Context: an optimization exercise on an open-source flow, tuned for small area, a short achievable clock period and few clock cycles. The choices shown serve that exercise and are no tape-out recipe.
In this exercise RTL edits were held to simulation tests only and were not proved equivalent to the original.

==> flow/design.v <==
module fadder(
  input [WIDTH-1 : 0] a,
  input [WIDTH - 1 : 0] b,
  input sub_enable,
  input carry_in,
  output [WIDTH - 1 : 0] res,
  output carry_out);
  parameter WIDTH = 8;
  wire [WIDTH - 1 : 0] carry;
  wire [WIDTH - 1 : 0] b_in;
  assign carry_out = carry[WIDTH-1];
  assign b_in = sub_enable ? ~(b) : b;
  genvar i;
  generate
    for (i = 0; i < WIDTH; i = i + 1) begin
      if (i == 0) begin
        assign res[i] = (a[i] ^ b_in[i]) ^ carry_in;
        assign carry[i] = ((a[i] ^ b_in[i]) & carry_in) | (a[i] & b_in[i]);
      end else begin
        assign res[i] = (a[i] ^ b_in[i]) ^ carry[i-1];
        assign carry[i] = ((a[i] ^ b_in[i]) & carry[i-1]) | (a[i] & b_in[i]);
      end
    end
  endgenerate
endmodule
module shl8(
  input [7 : 0] a,
  input [2 : 0] shift,
  output [7 : 0] res,
  output carry);
  assign {carry, res} = (shift == 3'b000) ? {1'b0, a} :
                        (shift == 3'b001) ? {a[7 : 0], {1'b0}}:
                        (shift == 3'b010) ? {a[6 : 0], {2'b0}}:
                        (shift == 3'b011) ? {a[5 : 0], {3'b0}}:
                        (shift == 3'b100) ? {a[4 : 0], {4'b0}}:
                        (shift == 3'b101) ? {a[3 : 0], {5'b0}}:
                        (shift == 3'b110) ? {a[2 : 0], {6'b0}}:
                        {a[1 : 0], {7'b0}};
endmodule
module mul4x4(
  input [3 : 0] a,
  input [3 : 0] b,
  output [7 : 0] res);
  wire [2 : 0] shift_carry, sum_carry;
  wire [7 : 0] a0, a1, a2, a3, sum0, sum1;
  assign a0 = {4'b0, b[0] ? a : {3'b0}};
  shl8 shifta1(
    .a({4'b0, b[1] ? a : {3'b0}}),
    .shift(3'b001),
    .res(a1),
    .carry(shift_carry[0]));
  shl8 shifta2(
    .a({4'b0, b[2] ? a : {3'b0}}),
    .shift(3'b010),
    .res(a2),
    .carry(shift_carry[1]));
  shl8 shifta3(
    .a({4'b0, b[3] ? a : {3'b0}}),
    .shift(3'b011),
    .res(a3),
    .carry(shift_carry[2]));
  fadder #(.WIDTH(8)) adder1(
    .a(a0),
    .b(a1),
    .sub_enable(1'b0),
    .carry_in(1'b0),
    .res(sum0),
    .carry_out(sum_carry[0]));
  fadder #(.WIDTH(8)) adder2(
    .a(sum0),
    .b(a2),
    .sub_enable(1'b0),
    .carry_in(1'b0),
    .res(sum1),
    .carry_out(sum_carry[1]));
  fadder #(.WIDTH(8)) adder3(
    .a(sum1),
    .b(a3),
    .sub_enable(1'b0),
    .carry_in(1'b0),
    .res(res),
    .carry_out(sum_carry[2]));
endmodule
module alu(
  input [WIDTH-1 : 0] a,
  input [WIDTH-1 : 0] b,
  input mul_enable,
  input sub_enable,
  input shift_enable,
  input [2 : 0] shift_pos,
  output [WIDTH-1 : 0] result,
  output carry_out);
  parameter WIDTH = 8;
  wire [WIDTH-1 : 0] adder_res;
  wire adder_carry;
  wire [7 : 0] shift_res;
  wire shift_carry;
  wire [7: 0] mul_res;
  assign result = (mul_enable) ? mul_res :
                  (shift_enable) ? shift_res :
                  (adder_res);
  assign carry_out = (shift_enable) ? shift_carry :
                     adder_carry;
  fadder #(.WIDTH(WIDTH)) ripple_adder(
    .a(a),
    .b(b),
    .sub_enable(sub_enable),
    .carry_in(sub_enable),
    .res(adder_res),
    .carry_out(adder_carry));
  shl8 left_shift(
    .a(a),
    .shift(shift_pos),
    .res(shift_res),
    .carry(shift_carry));
  mul4x4 multiply(a[3:0], a[7:4], mul_res);
endmodule
module pcounter(
  input rst,
  input clk,
  input enable,
  input jump,
  input out_enable,
  input [ADDRESS_WIDTH-1 : 0] bus_in,
  output [ADDRESS_WIDTH-1 : 0] bus_out);
  parameter ADDRESS_WIDTH = 4;
  reg [ADDRESS_WIDTH-1 : 0] counter;
  assign bus_out = (out_enable) ? counter : 0;
  always @(posedge clk) begin
    if (rst) begin
      counter <= 0;
    end else begin
      if (enable) begin
        counter <= counter + 1;
      end else if (jump) begin
        counter <= bus_in;
      end
    end
  end
endmodule
module ram(
  input clk,
  input enable,
  input write_enable,
  input [WIDTH-1 : 0] addr,
  input [WIDTH-1 : 0] data_in,
  output [WIDTH-1 : 0] data_out);
  parameter ADDRESS_WIDTH = 4;
  parameter WIDTH = 8;
  parameter MEMORY_SIZE = 1 << ADDRESS_WIDTH;
  reg [WIDTH-1 : 0] mem [0 : MEMORY_SIZE-1];
  assign data_out = (enable) ? mem[addr] : {WIDTH{1'b0}};
  always @(posedge clk) begin
    if (write_enable) begin
      mem[addr] <= data_in;
    end
  end
endmodule
module cpu(
  input clk,
  input rst,                 
  input prog_we,             
  input [3 : 0] prog_addr,   
  input [7 : 0] prog_data,   
  input out_ready,           
  output out_valid,          
  output [7 : 0] out_data,   
  output halted);            
  localparam NOP = 4'h0, LDA = 4'h1, ADD = 4'h2, SUB = 4'h3, STA = 4'h4,
             OUT = 4'h5, JMP = 4'h6, LDI = 4'h7, JC = 4'h8, SHLA = 4'h9,
             MULA = 4'ha;
  reg [7 : 0] mem [0 : 15];
  reg [7 : 0] ir;
  reg [15 : 0] xs;
  reg [15 : 0] ps;
  reg [7 : 0] reg_a;
  reg [7 : 0] reg_b;
  reg carry;
  wire [3 : 0] op = ir[7 : 4];
  wire [3 : 0] x = ir[3 : 0];
  wire is_sta = (op == STA);
  wire is_out = (op == OUT);
  wire is_jmp = (op == JMP);
  wire is_jc = (op == JC);
  wire is_hlt = (op > MULA);
  assign halted = is_hlt;
  assign out_valid = is_out;
  assign out_data = reg_a;
  reg [7 : 0] rd_x;
  reg [7 : 0] rd_p;
  integer i;
  always @(*) begin
    rd_x = 8'd0;
    rd_p = 8'd0;
    for (i = 0; i < 16; i = i + 1) begin
      rd_x = rd_x | ({8{xs[i]}} & mem[i]);
      rd_p = rd_p | ({8{ps[i]}} & mem[i]);
    end
  end
  wire cpu_we = is_sta & ~rst;
  wire [15 : 0] pa = 16'd1 << prog_addr;
  wire [7 : 0] wd = prog_we ? prog_data : reg_a;
  always @(posedge clk) begin
    for (i = 0; i < 16; i = i + 1)
      if (prog_we ? pa[i] : (cpu_we & xs[i]))
        mem[i] <= wd;
  end
  wire [8 : 0] sum = {1'b0, reg_a} + {1'b0, rd_x};
  wire [7 : 0] diff = reg_a - rd_x;
  wire [8 : 0] shl = {1'b0, reg_a} << x[2 : 0];
  wire [3 : 0] lo = reg_a[3 : 0];
  wire [3 : 0] hi = reg_a[7 : 4];
  wire [7 : 0] prod = {4'd0, hi[0] ? lo : 4'd0} + {3'd0, hi[1] ? lo : 4'd0, 1'b0} +
                      {2'd0, hi[2] ? lo : 4'd0, 2'b0} + {1'd0, hi[3] ? lo : 4'd0, 3'b0};
  wire [8 : 0] ab = {1'b0, reg_a} + {1'b0, reg_b};
  wire taken = is_jmp | (is_jc & carry);
  wire stall = is_hlt | (is_out & ~out_ready);
  wire fwd = is_sta & (|(xs & ps));
  wire [7 : 0] ir0 = (prog_we && prog_addr == 4'd0) ? prog_data : mem[0];
  wire [15 : 0] xs_rot = {xs[14 : 0], xs[15]};
  wire [15 : 0] ps_rot = {ps[14 : 0], ps[15]};
  wire [7 : 0] ir_n = rst ? ir0 : fwd ? reg_a : taken ? rd_x : rd_p;
  wire [7 : 0] ir_d = (rst || !stall) ? ir_n : ir;
  always @(posedge clk) begin
    ir <= ir_d;
    xs <= 16'd1 << ir_d[3 : 0];
    if (rst)
      ps <= 16'd2;
    else if (!stall)
      ps <= taken ? xs_rot : ps_rot;
  end
  always @(posedge clk) begin
    if (rst) begin
      reg_a <= 8'd0;
      reg_b <= 8'd0;
      carry <= 1'b0;
    end else begin
      case (op)
        LDA: reg_a <= rd_x;
        ADD: begin
          reg_a <= sum[7 : 0];
          reg_b <= rd_x;
          carry <= sum[8];
        end
        SUB: begin
          reg_a <= diff;
          reg_b <= rd_x;
        end
        LDI: reg_a <= {4'd0, x};
        SHLA: begin
          reg_a <= shl[7 : 0];
          carry <= shl[8];
        end
        MULA: begin
          reg_a <= prod;
          carry <= ab[8];
        end
        default: ;
      endcase
    end
  end
endmodule
==> flow/config.mk <==
export PLATFORM = sky130hd
export DESIGN_NAME = cpu
export DESIGN_NICKNAME = cpu
export VERILOG_FILES = /design/flow/design.v
export SDC_FILE = /design/flow/constraint.sdc
export NUM_CORES = 4
export LEC_CHECK = 0
export CAP_MARGIN = 20
export CORE_MARGIN = 2
export CORE_UTILIZATION = 70
export CTS_BUF_LIST = sky130_fd_sc_hd__clkbuf_4 sky130_fd_sc_hd__clkbuf_8
export SETUP_SLACK_MARGIN = 2.1
export SLEW_MARGIN = 20
==> flow/constraint.sdc <==
create_clock -name core_clock -period 5.0 [get_ports {clk}]
set_input_delay 1.0000 -clock core_clock [delete_from_list [all_inputs] [get_ports {clk}]]
set_output_delay 1.0000 -clock core_clock [all_outputs]
set_load 0.01 [all_outputs]
standard.sh (not shown) runs the stock make flow with config.mk's settings and CLKGATE_MAP_FILE= SYNTH_SCRIPT=/design/flow/synth_recipe.tcl, a recipe that flattens the netlist after the stock synthesis.
==> flow/flow/run.sh <==
#!/bin/bash
# Layout flow: the standard flow (standard.sh), with two changes:
#  - ORFS's adder extraction is off (ADDER_MAP_FILE empty), so Yosys and ABC
#    map the adders as plain logic instead of chains of fa/ha cells.  The
#    synthesis script, and so the registers and their names, are the
#    standard ones.
#  - the port buffers that placement inserts on every input and output are
#    buf_4 cells instead of the default clkdlybuf4s50_1 delay cells.
# make's full output goes to flow_make.log in the work folder; each ORFS
# step keeps its own log under orfs/logs.
set -euo pipefail
bash standard.sh ADDER_MAP_FILE= \
  "BUFFER_PORTS_ARGS=-buffer_cell sky130_fd_sc_hd__buf_4" \
  finish > flow_make.log 2>&1
Testbench counts at the start, summed over its fixed seeds: cycles 7,409.
Next try:
- CORE_UTILIZATION: 70 -> 40
- SETUP_SLACK_MARGIN: 2.1 -> 2.0
The new run completed without violations.
Routed wire length came out lower by about 2.2%.
Worst setup slack gets worse by 0.019 ns.
Global-route usage came out lower by 19 points.
Maximum frequency came out lower by about 0.6%.
Non-clock buffer count came out lower by 31.
Register-to-register slack gets worse by 0.02 ns.
Worst hold slack gets worse by 0.016 ns.
Final area came out lower by 1.5%.

## what the ideal ports hide
Ports are ideal in the flow. The routed layouts listed here were re-timed in OpenROAD. Step 1: set_driving_cell puts a clkbuf_16 on clk and a buf_2 on each other input, an assumption about the parent block. Step 2 times the ports against the registers' clock, not the clock port: input delays grow and output delays shrink by t, the midpoint of the rising clock arrivals with the driver on. Slacks: no drivers / after step 1 / after step 2; pairs: no drivers / after step 1.
run	shift t [ns]	slack for setup (ns)	worst setup path at the end	latest minus earliest clock arrival (ns)	slew at the worst register clock pin (ns)
the first run	0.524	1.969 / 1.969 / 1.664	input to register	0.015 / 0.016	0.10 / 0.10
the second run	0.518	1.950 / 1.950 / 1.813	input to register	0.012 / 0.012	0.11 / 0.11
After both steps every run listed still meets setup and hold. For the first run, which loses most, drivers alone change the setup slack by 0.000 ns; drivers and shift together by -0.305 ns.
